Context: an optimization exercise on an open-source flow, tuned for small area and a short achievable clock period. The choices shown serve that exercise and are no tape-out recipe.
In this exercise RTL edits were held to simulation tests only and were not proved equivalent to the original.
Power figures rest on the tool's default switching activity, not on a simulated workload.

==> inputs of trial 79 <==
==> flow/design.v <==
module multiplier (
    output Ready,
    output Valid,
    output [31:0] R,
    input [15:0] X,
    input [15:0] Y,
    input Clk,
    input Rst
);
    reg [3:0] cnt;
    always @(posedge Clk or negedge Rst) begin
        if (!Rst)
            cnt <= 4'd8;
        else if (cnt == 4'd0)
            cnt <= 4'd8;
        else
            cnt <= cnt - 4'd1;
    end
    reg ready_r, first_r, valid_n;
    reg [3:0] vq_n;
    always @(posedge Clk) begin
        ready_r <= (cnt == 4'd8);
        first_r <= cnt[3] & (cnt[2:0] != 3'd1);   
        valid_n <= (cnt != 4'd0);
        vq_n[0] <= cnt[3] ? (cnt[2:0] != 3'd1) : (cnt[2:0] != 3'd0);
        vq_n[1] <= cnt[3] ? (cnt[2:0] != 3'd2) : (cnt[2:0] != 3'd0);
        vq_n[2] <= cnt[3] ? (cnt[2:0] != 3'd3) : (cnt[2:0] != 3'd0);
        vq_n[3] <= cnt[3] ? (cnt[2:0] != 3'd4) : (cnt[2:0] != 3'd0);
    end
    wire first = first_r;
    genvar i;
    reg [15:0] xr;
    always @(posedge Clk)
        xr <= X;
    wire t0 = Y[1] & Y[0];
    reg [1:0] tsel;
    always @(*) begin
        case (cnt[2:0])
            3'd7: tsel = Y[3:2];
            3'd6: tsel = Y[5:4];
            3'd5: tsel = Y[7:6];
            3'd4: tsel = Y[9:8];
            3'd3: tsel = Y[11:10];
            3'd2: tsel = Y[13:12];
            default: tsel = Y[15:14];
        endcase
    end
    reg one_r, two_r, neg_r;
    wire [2:0] trip = {tsel, first ? t0 : neg_r};
    always @(posedge Clk) begin
        one_r <= trip[1] ^ trip[0];
        two_r <= (trip[2] & ~trip[1] & ~trip[0]) | (~trip[2] & trip[1] & trip[0]);
        neg_r <= trip[2];
    end
    wire sel1 = Y[0] & ~Y[1];
    wire sel2 = Y[1] & ~Y[0];
    wire [16:0] p0 = ({17{sel1}} & {X[15], X}) | ({17{sel2}} & {X, 1'b0}) | ({17{t0}} & ~{X[15], X});
    wire [1:0] low0 = {p0[1] ^ (t0 & p0[0]), p0[0] ^ t0};
    wire cy0 = t0 & ~X[1] & ~X[0];
    wire [16:0] pp = (({17{one_r}} & {xr[15], xr}) | ({17{two_r}} & {xr, 1'b0})) ^ {17{neg_r}};
    reg [15:0] acc_n;
    reg [15:0] lo_n;
    reg pend;                       
    wire [15:0] acc = ~acc_n;
    wire [15:0] q1, q2, q3, q4;     
    generate for (i = 0; i < 16; i = i + 1) begin : g_pa
        assign q1[i] = (i % 2 == 1) ? acc[i] & acc[i-1] : acc[i];
        assign q2[i] = (i % 4 >= 2) ? q1[i] & q1[(i/4)*4+1] : q1[i];
        assign q3[i] = (i % 8 >= 4) ? q2[i] & q2[(i/8)*8+3] : q2[i];
        assign q4[i] = (i >= 8) ? q3[i] & q3[7] : q3[i];
    end endgenerate
    wire [15:0] ic = {q4[14:0] & {15{pend}}, pend};
    wire [15:0] a = acc ^ ic;
    wire [17:0] ea = {a[15], a[15], a};
    wire [17:0] eb = {pp[16], pp};
    wire [17:0] g0 = ea & eb;
    wire [17:0] p = ea ^ eb;
    wire [17:0] g = {g0[17:1], g0[0] | (p[0] & neg_r)};
    wire [8:0] g2, p2;
    generate for (i = 0; i < 9; i = i + 1) begin : l1
        assign g2[i] = g[2*i+1] | (p[2*i+1] & g[2*i]);
        assign p2[i] = p[2*i+1] & p[2*i];
    end endgenerate
    wire [3:0] g4, p4;
    generate for (i = 0; i < 4; i = i + 1) begin : l2
        assign g4[i] = g2[2*i+1] | (p2[2*i+1] & g2[2*i]);
        assign p4[i] = p2[2*i+1] & p2[2*i];
    end endgenerate
    wire [1:0] g8, p8;
    generate for (i = 0; i < 2; i = i + 1) begin : l3
        assign g8[i] = g4[2*i+1] | (p4[2*i+1] & g4[2*i]);
        assign p8[i] = p4[2*i+1] & p4[2*i];
    end endgenerate
    wire g16 = g8[1] | (p8[1] & g8[0]);
    wire [17:0] C;
    assign C[0] = g[0];
    assign C[1] = g2[0];
    assign C[2] = g[2] | (p[2] & C[1]);
    assign C[3] = g4[0];
    assign C[4] = g[4] | (p[4] & C[3]);
    assign C[5] = g2[2] | (p2[2] & C[3]);
    assign C[6] = g[6] | (p[6] & C[5]);
    assign C[7] = g8[0];
    assign C[8] = g[8] | (p[8] & C[7]);
    assign C[9] = g2[4] | (p2[4] & C[7]);
    assign C[10] = g[10] | (p[10] & C[9]);
    assign C[11] = g4[2] | (p4[2] & C[7]);
    assign C[12] = g[12] | (p[12] & C[11]);
    assign C[13] = g2[6] | (p2[6] & C[11]);
    assign C[14] = g[14] | (p[14] & C[13]);
    assign C[15] = g16;
    assign C[16] = g[16] | (p[16] & C[15]);
    assign C[17] = g2[8] | (p2[8] & C[15]);
    wire [17:0] s = p ^ {C[16:0], neg_r};
    always @(posedge Clk) begin
        if (first) begin
            acc_n <= ~{p0[16], p0[16:2]};
            lo_n <= {~low0, lo_n[15:2]};
            pend <= cy0;
        end else begin
            acc_n <= ~s[17:2];
            lo_n <= {~s[1:0], lo_n[15:2]};
            pend <= 1'b0;
        end
    end
    assign Ready = ready_r;
    assign Valid = ~valid_n;
    assign R = ~({{8{vq_n[3]}}, {8{vq_n[2]}}, {8{vq_n[1]}}, {8{vq_n[0]}}} | {acc_n, lo_n});
endmodule
==> flow/flow/run.sh <==
#!/bin/bash
# The standard layout (standard.sh), with these settings changed:
# - the port buffers are plain buf_1 cells instead of the default delay buffer,
# - full-adder cells join the platform's don't-use list (half adders stay), so
#   the synthesis builds sums and carries from plain gates,
# - the resizer's timing repair aims for 9.35 ns of setup slack (the SDC and the
#   clock period are unchanged),
# - the clock tree is built from clkbuf_4 cells,
# - after global routing the resizer downsizes cells on paths with slack.
# Every tool's output goes to standard.log in this folder.
set -o pipefail
export BUFFER_PORTS_ARGS="-buffer_cell sky130_fd_sc_hd__buf_1"
export SETUP_SLACK_MARGIN=9.35
DU="sky130_fd_sc_hd__probe_p_8 sky130_fd_sc_hd__probec_p_8 sky130_fd_sc_hd__lpflow_bleeder_1 sky130_fd_sc_hd__lpflow_clkbufkapwr_1 sky130_fd_sc_hd__lpflow_clkbufkapwr_16 sky130_fd_sc_hd__lpflow_clkbufkapwr_2 sky130_fd_sc_hd__lpflow_clkbufkapwr_4 sky130_fd_sc_hd__lpflow_clkbufkapwr_8 sky130_fd_sc_hd__lpflow_clkinvkapwr_1 sky130_fd_sc_hd__lpflow_clkinvkapwr_16 sky130_fd_sc_hd__lpflow_clkinvkapwr_2 sky130_fd_sc_hd__lpflow_clkinvkapwr_4 sky130_fd_sc_hd__lpflow_clkinvkapwr_8 sky130_fd_sc_hd__lpflow_decapkapwr_12 sky130_fd_sc_hd__lpflow_decapkapwr_3 sky130_fd_sc_hd__lpflow_decapkapwr_4 sky130_fd_sc_hd__lpflow_decapkapwr_6 sky130_fd_sc_hd__lpflow_decapkapwr_8 sky130_fd_sc_hd__lpflow_inputiso0n_1 sky130_fd_sc_hd__lpflow_inputiso0p_1 sky130_fd_sc_hd__lpflow_inputiso1n_1 sky130_fd_sc_hd__lpflow_inputiso1p_1 sky130_fd_sc_hd__lpflow_inputisolatch_1 sky130_fd_sc_hd__lpflow_isobufsrc_1 sky130_fd_sc_hd__lpflow_isobufsrc_16 sky130_fd_sc_hd__lpflow_isobufsrc_2 sky130_fd_sc_hd__lpflow_isobufsrc_4 sky130_fd_sc_hd__lpflow_isobufsrc_8 sky130_fd_sc_hd__lpflow_isobufsrckapwr_16 sky130_fd_sc_hd__lpflow_lsbuf_lh_hl_isowell_tap_1 sky130_fd_sc_hd__lpflow_lsbuf_lh_hl_isowell_tap_2 sky130_fd_sc_hd__lpflow_lsbuf_lh_hl_isowell_tap_4 sky130_fd_sc_hd__lpflow_lsbuf_lh_isowell_4 sky130_fd_sc_hd__lpflow_lsbuf_lh_isowell_tap_1 sky130_fd_sc_hd__lpflow_lsbuf_lh_isowell_tap_2 sky130_fd_sc_hd__lpflow_lsbuf_lh_isowell_tap_4 sky130_fd_sc_hd__fa_1 sky130_fd_sc_hd__fa_2 sky130_fd_sc_hd__fa_4"
bash standard.sh "DONT_USE_CELLS=$DU" CTS_BUF_LIST=sky130_fd_sc_hd__clkbuf_4 RECOVER_POWER=100 finish > standard.log 2>&1
==> flow/standard.sh <==
#!/bin/bash
# synth_recipe.tcl (not shown) runs the flow's synth.tcl, then flattens the netlist and writes it again
# the make line also repeats each setting of config.mk as NAME=value (left out here)
make -C /OpenROAD-flow-scripts/flow DESIGN_CONFIG=/design/flow/config.mk WORK_HOME=/design/flow/orfs CLKGATE_MAP_FILE= SYNTH_SCRIPT=/design/flow/synth_recipe.tcl "${@:-finish}"
==> flow/config.mk <==
export PLATFORM = sky130hd
export DESIGN_NAME = multiplier
export DESIGN_NICKNAME = multiplier
export VERILOG_FILES = /design/flow/design.v
export SDC_FILE = /design/flow/constraint.sdc
export NUM_CORES = 4
export LEC_CHECK = 0
export CAP_MARGIN = 20
export CORE_MARGIN = 2
export CORE_UTILIZATION = 40
export SLEW_MARGIN = 20
==> flow/constraint.sdc <==
create_clock -name core_clock -period 13.0 [get_ports {Clk}]
set_input_delay 2.6000 -clock core_clock [delete_from_list [all_inputs] [get_ports {Clk}]]
set_output_delay 2.6000 -clock core_clock [all_outputs]
set_load 0.01 [all_outputs]
==> trial 72 (differences from trial 79) <==
==> flow/flow/run.sh (replaced) <==
#!/bin/bash
# The standard layout (standard.sh), with these settings changed:
# - the port buffers are plain buf_1 cells instead of the default delay buffer,
# - full-adder cells join the platform's don't-use list (half adders stay), so
#   the synthesis builds sums and carries from plain gates,
# - the resizer's timing repair aims for 9.45 ns of setup slack (the SDC and the
#   clock period are unchanged),
# - the clock tree is built from clkbuf_4 cells.
# Every tool's output goes to standard.log in this folder.
set -o pipefail
export BUFFER_PORTS_ARGS="-buffer_cell sky130_fd_sc_hd__buf_1"
export SETUP_SLACK_MARGIN=9.45
DU="sky130_fd_sc_hd__probe_p_8 sky130_fd_sc_hd__probec_p_8 sky130_fd_sc_hd__lpflow_bleeder_1 sky130_fd_sc_hd__lpflow_clkbufkapwr_1 sky130_fd_sc_hd__lpflow_clkbufkapwr_16 sky130_fd_sc_hd__lpflow_clkbufkapwr_2 sky130_fd_sc_hd__lpflow_clkbufkapwr_4 sky130_fd_sc_hd__lpflow_clkbufkapwr_8 sky130_fd_sc_hd__lpflow_clkinvkapwr_1 sky130_fd_sc_hd__lpflow_clkinvkapwr_16 sky130_fd_sc_hd__lpflow_clkinvkapwr_2 sky130_fd_sc_hd__lpflow_clkinvkapwr_4 sky130_fd_sc_hd__lpflow_clkinvkapwr_8 sky130_fd_sc_hd__lpflow_decapkapwr_12 sky130_fd_sc_hd__lpflow_decapkapwr_3 sky130_fd_sc_hd__lpflow_decapkapwr_4 sky130_fd_sc_hd__lpflow_decapkapwr_6 sky130_fd_sc_hd__lpflow_decapkapwr_8 sky130_fd_sc_hd__lpflow_inputiso0n_1 sky130_fd_sc_hd__lpflow_inputiso0p_1 sky130_fd_sc_hd__lpflow_inputiso1n_1 sky130_fd_sc_hd__lpflow_inputiso1p_1 sky130_fd_sc_hd__lpflow_inputisolatch_1 sky130_fd_sc_hd__lpflow_isobufsrc_1 sky130_fd_sc_hd__lpflow_isobufsrc_16 sky130_fd_sc_hd__lpflow_isobufsrc_2 sky130_fd_sc_hd__lpflow_isobufsrc_4 sky130_fd_sc_hd__lpflow_isobufsrc_8 sky130_fd_sc_hd__lpflow_isobufsrckapwr_16 sky130_fd_sc_hd__lpflow_lsbuf_lh_hl_isowell_tap_1 sky130_fd_sc_hd__lpflow_lsbuf_lh_hl_isowell_tap_2 sky130_fd_sc_hd__lpflow_lsbuf_lh_hl_isowell_tap_4 sky130_fd_sc_hd__lpflow_lsbuf_lh_isowell_4 sky130_fd_sc_hd__lpflow_lsbuf_lh_isowell_tap_1 sky130_fd_sc_hd__lpflow_lsbuf_lh_isowell_tap_2 sky130_fd_sc_hd__lpflow_lsbuf_lh_isowell_tap_4 sky130_fd_sc_hd__fa_1 sky130_fd_sc_hd__fa_2 sky130_fd_sc_hd__fa_4"
bash standard.sh "DONT_USE_CELLS=$DU" CTS_BUF_LIST=sky130_fd_sc_hd__clkbuf_4 finish > standard.log 2>&1
==> build 32 (differences from trial 79) <==
==> flow/design.v (replaced) <==
module multiplier (
    output Ready,
    output Valid,
    output [31:0] R,
    input [15:0] X,
    input [15:0] Y,
    input Clk,
    input Rst
);
    reg [3:0] cnt;
    always @(posedge Clk or negedge Rst) begin
        if (!Rst)
            cnt <= 4'd8;
        else if (cnt == 4'd0)
            cnt <= 4'd8;
        else
            cnt <= cnt - 4'd1;
    end
    reg ready_r, valid_r;
    always @(posedge Clk) begin
        ready_r <= (cnt == 4'd8);
        valid_r <= (cnt == 4'd0);
    end
    wire first = ready_r;
    reg [15:0] xr;
    always @(posedge Clk)
        xr <= X;
    reg [2:0] trip;
    always @(*) begin
        case (cnt[2:0])
            3'd7: trip = Y[3:1];
            3'd6: trip = Y[5:3];
            3'd5: trip = Y[7:5];
            3'd4: trip = Y[9:7];
            3'd3: trip = Y[11:9];
            3'd2: trip = Y[13:11];
            default: trip = Y[15:13];
        endcase
    end
    reg one_r, two_r, neg_r;
    always @(posedge Clk) begin
        one_r <= trip[1] ^ trip[0];
        two_r <= (trip[2] & ~trip[1] & ~trip[0]) | (~trip[2] & trip[1] & trip[0]);
        neg_r <= trip[2];
    end
    wire one0 = Y[0];
    wire two0 = Y[1] & ~Y[0];
    wire neg0 = Y[1];
    wire [16:0] pp0 = (({17{one0}} & {X[15], X}) | ({17{two0}} & {X, 1'b0})) ^ {17{neg0}};
    wire [1:0] low0 = {pp0[1] ^ (pp0[0] & neg0), X[0] & Y[0]};
    wire cy0 = neg0 & pp0[1] & pp0[0];
    wire [16:0] pp = (({17{one_r}} & {xr[15], xr}) | ({17{two_r}} & {xr, 1'b0})) ^ {17{neg_r}};
    reg [15:0] acc_hi;
    reg [15:0] lo;
    reg pend;                       
    wire [15:0] ic;                 
    genvar i;
    assign ic[0] = pend;
    generate
        for (i = 1; i < 16; i = i + 1) begin : g_inc
            assign ic[i] = pend & (&acc_hi[i-1:0]);
        end
    endgenerate
    wire [15:0] a = acc_hi ^ ic;
    wire [17:0] ea = {a[15], a[15], a};
    wire [17:0] eb = {pp[16], pp};
    wire [17:0] g0 = ea & eb;
    wire [17:0] p0 = ea ^ eb;
    wire [17:0] g = {g0[17:1], g0[0] | (p0[0] & neg_r)};
    wire [17:0] p = p0;
    wire [17:0] G;
    wire [17:0] P;
    wire [8:0] g2, p2;
    generate for (i = 0; i < 9; i = i + 1) begin : l1
        assign g2[i] = g[2*i+1] | (p[2*i+1] & g[2*i]);
        assign p2[i] = p[2*i+1] & p[2*i];
    end endgenerate
    wire [3:0] g4, p4;
    generate for (i = 0; i < 4; i = i + 1) begin : l2
        assign g4[i] = g2[2*i+1] | (p2[2*i+1] & g2[2*i]);
        assign p4[i] = p2[2*i+1] & p2[2*i];
    end endgenerate
    wire [1:0] g8, p8;
    generate for (i = 0; i < 2; i = i + 1) begin : l3
        assign g8[i] = g4[2*i+1] | (p4[2*i+1] & g4[2*i]);
        assign p8[i] = p4[2*i+1] & p4[2*i];
    end endgenerate
    wire g16 = g8[1] | (p8[1] & g8[0]);
    wire [17:0] C;
    assign C[0] = g[0];
    assign C[1] = g2[0];
    assign C[2] = g[2] | (p[2] & C[1]);
    assign C[3] = g4[0];
    assign C[4] = g[4] | (p[4] & C[3]);
    assign C[5] = g2[2] | (p2[2] & C[3]);
    assign C[6] = g[6] | (p[6] & C[5]);
    assign C[7] = g8[0];
    assign C[8] = g[8] | (p[8] & C[7]);
    assign C[9] = g2[4] | (p2[4] & C[7]);
    assign C[10] = g[10] | (p[10] & C[9]);
    assign C[11] = g4[2] | (p4[2] & C[7]);
    assign C[12] = g[12] | (p[12] & C[11]);
    assign C[13] = g2[6] | (p2[6] & C[11]);
    assign C[14] = g[14] | (p[14] & C[13]);
    assign C[15] = g16;
    assign C[16] = g[16] | (p[16] & C[15]);
    assign C[17] = g2[8] | (p2[8] & C[15]);
    wire [17:0] s = p ^ {C[16:0], neg_r};
    always @(posedge Clk) begin
        if (first) begin
            acc_hi <= {pp0[16], pp0[16:2]};
            lo <= {low0, lo[15:2]};
            pend <= cy0;
        end else begin
            acc_hi <= s[17:2];
            lo <= {s[1:0], lo[15:2]};
            pend <= 1'b0;
        end
    end
    assign Ready = ready_r;
    assign Valid = valid_r;
    assign R = {32{valid_r}} & {acc_hi, lo};
endmodule
==> flow/flow/run.sh (replaced) <==
#!/bin/bash
set -o pipefail
cp standard.sh standard_copy.sh.log 2>/dev/null
export BUFFER_PORTS_ARGS="-buffer_cell sky130_fd_sc_hd__buf_1"
bash standard.sh > standard.log 2>&1
==> run notes <==
	trial 79	build 32	trial 72
Worst Hold Launch	lo_n[3]$_DFF_P_	lo[5]$_DFF_P_	lo_n[13]$_DFF_P_
RD Place Congestion	0.8485	0.8366	0.8278
Adder and majority gate portion of the synthesized area	0.1043	0.1176	0.1043
Worst-margin pin slew	1.088 ns	1.034 ns	0.7529 ns
Slowest-stage cell, CP	sky130_fd_sc_hd__nor2b_1	sky130_fd_sc_hd__dfxtp_1	sky130_fd_sc_hd__dfxtp_4
Proportion of total power due to net switching	0.3746	0.3572	0.3779
Category of the worst setup path launch point	primary input	flop	flop
Result of the run	complete, no violations	complete, no violations	complete, no violations
Crit Reg-Reg Startpoint	acc_n[2]$_DFF_P_	acc_hi[1]$_DFF_P_	acc_n[2]$_DFF_P_
CP Data Required Time	13.28 ns	10.40 ns	10.40 ns
Minimum setup slack among reg-to-reg paths	9.44 ns	9.47 ns	9.48 ns
Synth Area in Simple Gates	0.1511	0.1943	0.1511
Final nets	516	493	517
Ratio of routed vias to standard cells	5.171	5.111	5.180
Fraction of standard cell area in multi-input logic	0.5163	0.5418	0.5094

what the ideal ports hide:
The flow's constraints put no driver on any port. The routed layouts listed below were extracted and timed again, unchanged, in two steps. Step 1, drivers: a clkbuf_16 drives Clk and a buf_2 each remaining input, both assumed. Step 2 also shifts input and output timing later by t, the mid clock arrival at the registers, as if the neighbouring blocks saw the same clock. Slacks: no drivers / after step 1 / after step 2; pairs: no drivers / after step 1.
run | t (ns) | setup WS [ns] | hold WS [ns] | worst register clock-pin slew, ns | worst data-port slew with drivers (ns)
trial 79 | 0.443 | 8.433 / 8.425 / 7.982 | 0.356 / 0.356 / 0.356 | 0.12 / 0.12 | 0.04
trial 72 | 0.459 | 9.341 / 9.310 / 9.066 | 0.355 / 0.355 / 0.355 | 0.12 / 0.12 | 0.04
build 32 | 0.365 | 8.823 / 8.790 / 8.571 | 0.335 / 0.335 / 0.335 | 0.07 / 0.07 | 0.04
After both steps every run listed still meets setup and hold. For trial 79, which loses most, drivers alone change the setup slack by -0.008 ns; drivers and shift together by -0.451 ns.
